Context: an optimization exercise on an open-source flow, tuned for small area and a short achievable clock period. The choices shown serve that exercise and are no tape-out recipe. Only simulation tests tie the RTL to the original design; equivalence was not proved. Power is estimated from default activity; no workload was simulated.

## flow/design.v (module list and top-level ports; edited modules follow where they fit)
// module a25_shifter: 131 lines
// module a25_barrel_shift: 60 lines
// module a25_alu: 81 lines
// module a25_multiply: 73 lines
// module a25_rca: 20 lines
// module a25_inc: 18 lines
// module a25_register_bank: 379 lines
// module a25_execute: 589 lines
module a25_execute (
input                       i_clk,
input                       i_rst,                       
input                       i_core_stall,                
input                       i_mem_stall,                 
output                      o_exec_stall,                
input       [31:0]          i_wb_read_data,              
input                       i_wb_read_data_valid,        
input       [10:0]          i_wb_load_rd,                
input       [31:0]          i_copro_read_data,           
input                       i_decode_iaccess,            
input                       i_decode_daccess,            
input       [7:0]           i_decode_load_rd,            
output reg  [31:0]          o_copro_write_data,
output reg  [31:0]          o_write_data,
output reg  [31:0]          o_iaddress,
output      [31:0]          o_iaddress_nxt,              
output reg                  o_iaddress_valid,      
output reg  [31:0]          o_daddress,          
output      [31:0]          o_daddress_nxt,              
output reg                  o_daddress_valid,      
output reg                  o_adex,                
output reg                  o_priviledged,         
output reg                  o_exclusive,           
output reg                  o_write_enable,
output reg  [3:0]           o_byte_enable,
output reg  [8:0]           o_exec_load_rd,        
output      [31:0]          o_status_bits,               
output                      o_multiply_done,
input      [1:0]            i_status_bits_mode,
input                       i_status_bits_irq_mask,
input                       i_status_bits_firq_mask,
input      [31:0]           i_imm32,
input      [4:0]            i_imm_shift_amount,
input                       i_shift_imm_zero,
input      [3:0]            i_condition,
input                       i_decode_exclusive,        
input      [3:0]            i_rm_sel,
input      [3:0]            i_rs_sel,
input      [3:0]            i_rn_sel,
input      [1:0]            i_barrel_shift_amount_sel,
input      [1:0]            i_barrel_shift_data_sel,
input      [1:0]            i_barrel_shift_function,
input      [8:0]            i_alu_function,
input      [1:0]            i_multiply_function,
input      [2:0]            i_interrupt_vector_sel,
input      [3:0]            i_iaddress_sel,
input      [3:0]            i_daddress_sel,
input      [2:0]            i_pc_sel,
input      [1:0]            i_byte_enable_sel,
input      [2:0]            i_status_bits_sel,
input      [2:0]            i_reg_write_sel,
input                       i_user_mode_regs_store_nxt,
input                       i_firq_not_user_mode,
input                       i_write_data_wen,
input                       i_base_address_wen,      
input                       i_pc_wen,
input      [14:0]           i_reg_bank_wen,
input                       i_status_bits_flags_wen,
input                       i_status_bits_mode_wen,
  // ...
==> flow/run.sh <==
#!/bin/bash
# synth_recipe.tcl (not shown) runs the flow's synth.tcl, then flattens the netlist and writes it again
# the make line also repeats each setting of config.mk as NAME=value (left out here)
make -C /OpenROAD-flow-scripts/flow DESIGN_CONFIG=/design/flow/config.mk WORK_HOME=/design/flow/orfs CLKGATE_MAP_FILE= SYNTH_SCRIPT=/design/flow/synth_recipe.tcl finish
==> flow/config.mk <==
export PLATFORM = sky130hd
export DESIGN_NAME = a25_execute
export DESIGN_NICKNAME = a25_execute
export VERILOG_FILES = /design/flow/design.v
export SDC_FILE = /design/flow/constraint.sdc
export NUM_CORES = 4
export LEC_CHECK = 0
export ABC_AREA = 1
export CAP_MARGIN = 20
export CORE_MARGIN = 2
export CORE_UTILIZATION = 30
export PLACE_DENSITY = 0.45
export SETUP_SLACK_MARGIN = 2
export SLEW_MARGIN = 20
==> flow/constraint.sdc <==
create_clock -name core_clock -period 18.0 [get_ports {i_clk}]
set_input_delay 3.6000 -clock core_clock [delete_from_list [all_inputs] [get_ports {i_clk}]]
set_output_delay 3.6000 -clock core_clock [all_outputs]
set_load 0.01 [all_outputs]
==> impl_metrics.py, run 1 <==
metrics = {
    "placement": {
        "dpl-instance-area_um2": 98000,
        "placed_cells": 18093,
    },
    "pwr": {
        "leakage_uw": 0.0469,
        "finalPower_uw": 11400,
        "switching_power_uw": 5250,
    },
    "layout": {
        "final-seq-area_um2": 23800,
        "nets": 14889,
        "seq_cells": 1191,
    },
    "outcome": {
        "outcome": "complete, no violations",
    },
    "clock_network": {
        "clk_latency_ps": 930,
        "cts_tree": "done",
        "clock-root-buffer": "clkbuf_16",
    },
    "routing": {
        "first_pass_iters": 9,
        "remaining_drc_errors": 0,
        "initialDrtViolationCount": 18531,
    },
    "synth": {
        "synth_cell_type_count": 76,
        "ys_warn_count": 5,
        "synth.most_common_cell": "nand2_1",
        "synth_flop_cell": "dfxtp_1",
        "synth_compound_area_frac": 0.254,
        "synthTopCellsByCount": "nand2_1, inv_1, dfxtp_1",
        "ys_seq_elements": 1191,
    },
    "hold_path": {
        "hold_path.startpoint": "o_iaddress[1]",
    },
    "worst_setup_path": {
        "crit_path_start_kind": "flop",
        "worst-setup-path-type": "reg2out",
        "critPathRequiredTime_ps": 14400,
        "path_depth": 59,
    },
    "timing": {
        "rsz0062_at_grt": "true",
    },
    "grt": {
        "use_met1": 0.583,
        "track_usage": 0.484,
    },
}
==> run 2, diff against run 1 <==
--- a/flow/config.mk
+++ b/flow/config.mk
@@ -8,7 +8,10 @@
 export ABC_AREA = 1
 export CAP_MARGIN = 20
+export CELL_PAD_IN_SITES_DETAIL_PLACEMENT = 1
+export CELL_PAD_IN_SITES_GLOBAL_PLACEMENT = 2
 export CORE_MARGIN = 2
 export CORE_UTILIZATION = 30
 export PLACE_DENSITY = 0.45
-export SETUP_SLACK_MARGIN = 2
+export SETUP_SLACK_MARGIN = 4
 export SLEW_MARGIN = 20
+export TNS_END_PERCENT = 20
==> run 2 against run 1 <==
Final cell count rose by 0.53%. Register-to-register slack improved by 1200 ps. Non-clock buffer count rose by 121. Largest cell class unchanged.
==> impl_metrics.py, run 2 <==
metrics = {
    "floorplan": {
        "pin_count": 463,
        "die_w_um": 542,
        "die_area_um2": 294000,
        "core_um2": 288000,
        "num_rows": 197,
        "die_y_um": 542,
        "start_util": 0.302,
    },
    "layout": {
        "nets": 15010,
        "syn_to_final_growth_pct": 24.3,
        "final_common_cell": "nand2_1",
        "largest_reg_flops": 67,
        "layout-drive-gt1-share": 0.137,
        "nFillCells": 36822,
        "final_cell_mix": "nand2_1, inv_1, dfxtp_1",
        "largest-register": "u_multiply.product",
        "utilization": 0.375,
    },
    "timing": {
        "period_share": 0.817,
        "finalSetupViolations": 0,
        "skew_ps": 52.5,
        "min_period_ps": 14700,
        "rsz0062_at_grt": "true",
        "hold_violations": 0,
        "worstMarginPinSlew_ps": 1370,
        "slew_violations": 0,
        "fin_hold_ws_ps": 466,
        "relSlewSlack": 0.0765,
        "fmax_mhz": 68.0,
    },
    "clock_network": {
        "path_clk_slew_ps": 60,
        "cts.path.max_buffers": 4,
        "clk_latency_ps": 940,
        "cts_buffers": 163,
        "postCtsHoldBufs": 0,
        "h-tree-depth": 4,
        "clkSinkCount": 1191,
        "cts_tree": "done",
        "clock-root-buffer": "clkbuf_16",
    },
    "routing": {
        "vias": 120264,
        "viasPerCell": 6.48,
        "wirelength_um": 787000,
        "initialDrtViolationCount": 18876,
        "postRouteAntennaNets": 0,
        "first_pass_iters": 6,
        "wire_per_inst_um": 42.4,
        "remaining_drc_errors": 0,
    },
    "synth": {
        "ys_warn_count": 5,
        "synth_cell_type_count": 76,
        "synth.most_common_cell": "nand2_1",
        "synth_compound_area_frac": 0.254,
        "avgSynthCellArea_um2": 6.14,
        "synthAdderAreaFrac": 0.0261,
        "yosys.area_share.simple": 0.323,
        "yosysTopAreaCellShare": 0.274,
        "synthTopCellsByCount": "nand2_1, inv_1, dfxtp_1",
        "synth_largest_area_cell": "dfxtp_1",
        "synth_edf_count": 0,
        "synth_seq_area_share": 0.274,
        "netlist_instances": 14164,
        "synthArstFlopShare": 0,
        "syn_area_um2": 87000,
        "ys_seq_elements": 1191,
        "synth_flop_cell": "dfxtp_1",
        "synth.area.mux_share": 0.00128,
        "yosys-top-cells-area": "dfxtp_1, nand2_1, o21ai_0, nand3_1, inv_1",
        "yosys.area_share.xor_xnor": 0.00734,
        "synth_top_family_by_area": "simple AND/OR/NAND/NOR gates",
    },
    "grt": {
        "antenna_found_initial": 96,
        "grt_max_degree": 126,
        "grt_pass1_wl_um": 1030000,
        "grt_pass1_vias": 112381,
        "track_usage": 0.512,
        "gr-total-overflow": 0,
    },
    "pwr": {
        "switching_power_uw": 5520,
        "leakage_uw": 0.0484,
        "p_int_uw": 6280,
        "pwr-share-clk": 0.304,
        "p_sw_frac": 0.468,
        "power_density_nw_per_um2": 109,
        "seq_power_share": 0.274,
        "power_frac_comb": 0.422,
        "irDropWorstVdd_uv": 76.4,
    },
    "worst_setup_path": {
        "max_stage_delay_ps": 680,
        "r2r_cells": 52,
        "critPathCaptureType": "output pin",
        "crit_top_cell": "nand2_1",
        "critPathRequiredTime_ps": 14400,
        "worst-setup-path-type": "in2out",
        "cpMaxStageDelayCell": "clkdlybuf4s50_1",
        "crit_arrival_ps": 11100,
        "cp_max_fo": 9,
        "crit_path_start_kind": "primary input",
    },
    "hold_path": {
        "whs_path_depth": 2,
        "min_path_type": "reg2reg",
    },
    "placement": {
        "routabilityCongestion": 1.14,
        "dp_hpwl_um": 587000,
        "port_buffers": 438,
    },
    "outcome": {
        "outcome": "complete, no violations",
    },
    "run": {
        "maxCapViolCount": 0,
    },
}
run 2: per-layer routing:
layer	vias up	wire, µm	GRT usage
met1	59818	294000	0.617
met5	-	563	0.000329
met2	9277	307000	0.711
li1	48635	-	-
met4	46	86200	0.458
met3	2488	99300	0.178
run 2: worst max-delay path, delay by kind of cell:
family	cells	cell delay, ps
AO/OA/AOI/OAI	6	1480
XOR/XNOR	1	140
adder cells (fa/ha/maj)	1	410
buffers and inverters	9	2520
AND/OR/NAND/NOR	13	2890
run 2: final cells by class:
class	instances	area (µm²)	area share
flip-flops and latches	1191	23800	0.221
multi-input cells	10547	56600	0.524
diodes	52	130	0.00120
clock inverters	49	648	0.00600
well taps	3781	4730	0.0438
repair buffers	1280	11700	0.109
repair inverters	1	7.51	0.0000695
inverters	1428	5460	0.0505
clock buffers	240	4950	0.0458
run 2: worst paths after layout:
check / slack [ps] / endpoint / start
max: 3300 / o_iaddress_nxt[19] / i_rn_sel[1]
min: 470 / u_multiply.o_done / u_multiply.o_done
max reg2reg: 6660 / u_register_bank.r1[20] / status_bits_mode[0]
min reg2reg: 470 / u_multiply.o_done / u_multiply.o_done
run 2: logic make-up (layout without fill, tap and decap cells):
logic type / count (synthesis) / count (layout)
simple gates: 6788 / 6788
mux: 11 / 11
buf+inv: 2449 / 2998
xor+xnor: 72 / 72
other cells: 1 / 76
compound gates: 3472 / 3472
flops: 1191 / 1191
fa+ha+maj: 180 / 180
run 2: timing repair:
item	4_1_cts	5_1_grt
pin swaps	101	133
buffers inserted	106	62
endpoints found under the setup margin	65	56
gates resized for setup	654	238
cloned	12	10
run 2: through the flow:
step / power (µW) / cell area (µm²) / TNS, ps / std cells / setup slack (ps)
finish: 11800 / 108000 / 0 / 18569 / 3300
global route: 11900 / 108000 / 0 / 18526 / 3180
CTS: 11300 / 106000 / 0 / 18440 / 3520
detailed placement: 7630 / 97400 / 0 / 18033 / 805
global placement: 7570 / 97300 / -388 / 18028 / -165
floorplan: 5120 / 87100 / 0 / 14187 / 4550
run 2: power groups by stage:
stage	Clock, µW	Sequential, µW	Combinational (µW)
floorplan	0	3150	1970
detailed placement	0	3250	4370
CTS	3580	3200	4560
finish	3590	3230	4980
global placement	0	3240	4330
global route	3680	3240	5000
==> run 3, diff against run 2 <==
--- a/flow/config.mk
+++ b/flow/config.mk
@@ -15,3 +15,3 @@
 export SETUP_SLACK_MARGIN = 4
 export SLEW_MARGIN = 20
-export TNS_END_PERCENT = 20
+export TNS_END_PERCENT = 5
==> run 3 against run 2 <==
Register-to-register slack worse by 20 ps. Final cell count hardly changed. Total power hardly changed. First-iteration DRC count is 2.9% lower. Clock-buffer cell count stayed put. Wire length hardly changed. Area after synthesis stayed put. Sequential cell count stayed put. Global-route usage hardly changed. Core utilization hardly changed. Critical endpoint is now o_iaddress_nxt[21]. Largest power group unchanged.
==> impl_metrics.py, run 3 <==
metrics = {
    "synth": {
        "yosys.area_share.xor_xnor": 0.00734,
        "synthAdderAreaFrac": 0.0261,
        "yosysTopAreaCellShare": 0.274,
        "synth_cell_type_count": 76,
        "yosys-top-cells-area": "dfxtp_1, nand2_1, o21ai_0, nand3_1, inv_1",
        "synth.area.mux_share": 0.00128,
        "synth_flop_cell": "dfxtp_1",
        "synth_top_family_by_area": "simple AND/OR/NAND/NOR gates",
        "synth_largest_area_cell": "dfxtp_1",
        "avgSynthCellArea_um2": 6.14,
        "synth_edf_count": 0,
        "netlist_instances": 14164,
        "ys_seq_elements": 1191,
        "syn_area_um2": 87000,
        "yosys.area_share.simple": 0.323,
        "synth_compound_area_frac": 0.254,
        "synth.most_common_cell": "nand2_1",
        "synthArstFlopShare": 0,
        "synthTopCellsByCount": "nand2_1, inv_1, dfxtp_1",
        "synth_seq_area_share": 0.274,
        "ys_warn_count": 5,
    },
    "grt": {
        "grt_pass1_wl_um": 1030000,
        "gr-total-overflow": 0,
        "grt_pass1_vias": 112422,
        "track_usage": 0.512,
        "antenna_found_initial": 99,
        "grt_max_degree": 126,
    },
    "worst_setup_path": {
        "critPathRequiredTime_ps": 14400,
        "worst-setup-path-type": "in2out",
        "cp_max_fo": 14,
        "crit_arrival_ps": 11100,
        "critPathCaptureType": "output pin",
        "crit_path_start_kind": "primary input",
        "startpoint": "i_rn_sel[3]",
        "cpMaxStageDelayCell": "clkdlybuf4s50_1",
        "max_stage_delay_ps": 620,
        "timing.rr.start": "status_bits_mode[0]",
    },
    "timing": {
        "setup_tns_ps": 0,
        "rsz0062_at_grt": "true",
        "skew_ps": 54.3,
        "relSlewSlack": 0.0615,
        "min_period_ps": 14700,
        "worstMarginPinSlew_ps": 1390,
        "hold_violations": 0,
        "slew_violations": 0,
        "finalSetupViolations": 0,
        "fmax_mhz": 68.0,
        "period_share": 0.817,
    },
    "placement": {
        "routabilityCongestion": 1.14,
        "dp_hpwl_um": 587000,
        "placed_cells": 18033,
        "port_buffers": 438,
    },
    "clock_network": {
        "cts_tree": "done",
        "h-tree-depth": 4,
        "clk_latency_ps": 930,
        "clock-root-buffer": "clkbuf_16",
        "cts.path.max_buffers": 4,
        "cts_buffers": 163,
        "postCtsHoldBufs": 0,
        "clkSinkCount": 1191,
        "path_clk_slew_ps": 60,
    },
    "routing": {
        "first_pass_iters": 7,
        "wirelength_um": 787000,
        "viasPerCell": 6.48,
        "wire_per_inst_um": 42.4,
        "remaining_drc_errors": 0,
        "vias": 120352,
        "postRouteAntennaNets": 0,
        "initialDrtViolationCount": 18335,
    },
    "pwr": {
        "leakage_uw": 0.0484,
        "irDropWorstVdd_uv": 74.2,
        "power_density_nw_per_um2": 109,
    },
    "run": {
        "maxCapViolCount": 0,
    },
    "hold_path": {
        "min_path_type": "reg2reg",
        "hold_path.startpoint": "u_multiply.o_done",
    },
    "layout": {
        "fin_cells": 18584,
        "syn_to_final_growth_pct": 24.4,
        "final_common_cell": "nand2_1",
        "layout-drive-gt1-share": 0.135,
        "largest_reg_flops": 67,
        "largest-register": "u_multiply.product",
        "nFillCells": 36806,
        "nets": 15013,
        "utilization": 0.376,
        "final_cell_mix": "nand2_1, inv_1, dfxtp_1",
    },
    "floorplan": {
        "start_util": 0.302,
        "core_um2": 288000,
        "die_y_um": 542,
        "num_rows": 197,
        "die_area_um2": 294000,
        "pin_count": 463,
        "die_w_um": 542,
    },
    "outcome": {
        "outcome": "complete, no violations",
    },
}
[run 3: cell count changes in the layout (fill, tap and decap cells not counted), sizes merged]
| cell | change |
|---|---|
| dlygate4sd2 | -1 |
| inv | +1 |
| clkdlybuf4s15 | +2 |
| buf | -1 |
| diode | +12 |
| bufbuf | -1 |
| clkbuf | +3 |
| dlymetal6s2s | +1 |
| clkinv | -1 |
[run 3: layout make-up]
class	instances	area, µm²	area share
Antenna cell	64	160	0.00148
Clock buffer	240	4950	0.0457
Clock inverter	49	648	0.00599
Inverter	1428	5450	0.0504
Multi-Input combinational cell	10547	56600	0.523
Sequential cell	1191	23800	0.220
Tap cell	3781	4730	0.0437
Timing Repair Buffer	1283	11800	0.109
Timing Repair inverter	1	7.51	0.0000694
[run 3: stage by stage]
stage / instance area (µm²) / hold WS (ps) / total power (µW) / setup slack (ps)
after floorplan: 87100 / 436 / 5120 / 4550
after global placement: 97300 / 449 / 7570 / -165
after detailed placement: 97400 / 457 / 7630 / 805
after CTS: 106000 / 467 / 11300 / 3520
after global routing: 108000 / 482 / 11900 / 3250
final: 108000 / 467 / 11800 / 3300
[run 3: where the power goes]
group	switching, µW	internal, µW	leakage (µW)
Sequential	277	2950	0.00992
Clock	1520	2080	0.00276
Combinational	3730	1250	0.0357
Total	5520	6280	0.0484
[run 3: per-layer routing]
metal  GRT usage  up-vias  share of wire
met5     0.00115        -         0.0013
met4       0.461       44           0.11
met3       0.175     2539           0.13
met2       0.712     9386           0.39
met1       0.619    59724           0.37
li1            -    48659              -
[run 3: logic make-up after synthesis]
family,count (synthesis)
buffers and inverters,2449
and+or+nand+nor,6788
muxes,11
adders and majority gates,180
xor gates and xnor gates,72
AOI/OAI and AO/OA,3472
DFF,1191
other,1
[run 3: repair_timing]
action / CTS / global route
buffers inserted: 105 / 67
pin swaps: 100 / 128
setup endpoints to repair: 65 / 56
resized for setup: 651 / 228
gates cloned: 12 / 8
[run 3: worst max-delay path: cells and delay by family]
family                     cells  cell delay, ps
adders and majority gates      1             290
AOI/OAI and AO/OA             11            1760
and+or+nand+nor               14            2620
buffers and inverters         11            2570
xor gates and xnor gates       1             210
[run 3: final timing paths]
path / to / slack [ps] / cells after the start
worst min-delay path: u_multiply.o_done / 470 / 2
worst min register to register: u_multiply.o_done / 470 / 2
worst max register to register: u_register_bank.r1[20] / 6640 / 52
worst max-delay path: o_iaddress_nxt[21] / 3300 / 38

## separate check: timing with driven ports
No port has a modelled driver above. Below, the same layouts with a new extraction and two added sets of constraints.
Step 1: set_driving_cell puts a clkbuf_16 on i_clk and a buf_2 on each other input, an assumption about the parent block.
Step 2 also shifts input and output timing later by t, the mid clock arrival at the registers, as if the neighbouring blocks saw the same clock.
a / b / c = ideal ports / drivers / drivers and shift; a / b = the first two.
run	shift t [ns]	setup WS [ns]	worst hold slack (ns)	worst setup path at the end
run 1	1.014	1.950 / 1.831 / 1.851	0.466 / 0.466 / 0.466	input to output
run 2	1.035	3.297 / 3.180 / 3.180	0.466 / 0.466 / 0.466	input to output
run 3	1.024	3.296 / 3.167 / 3.167	0.467 / 0.467 / 0.467	input to output
After both steps setup and hold are still met in every run listed. For run 3, which loses most, drivers alone change the setup slack by -0.129 ns; drivers and shift together by -0.129 ns.
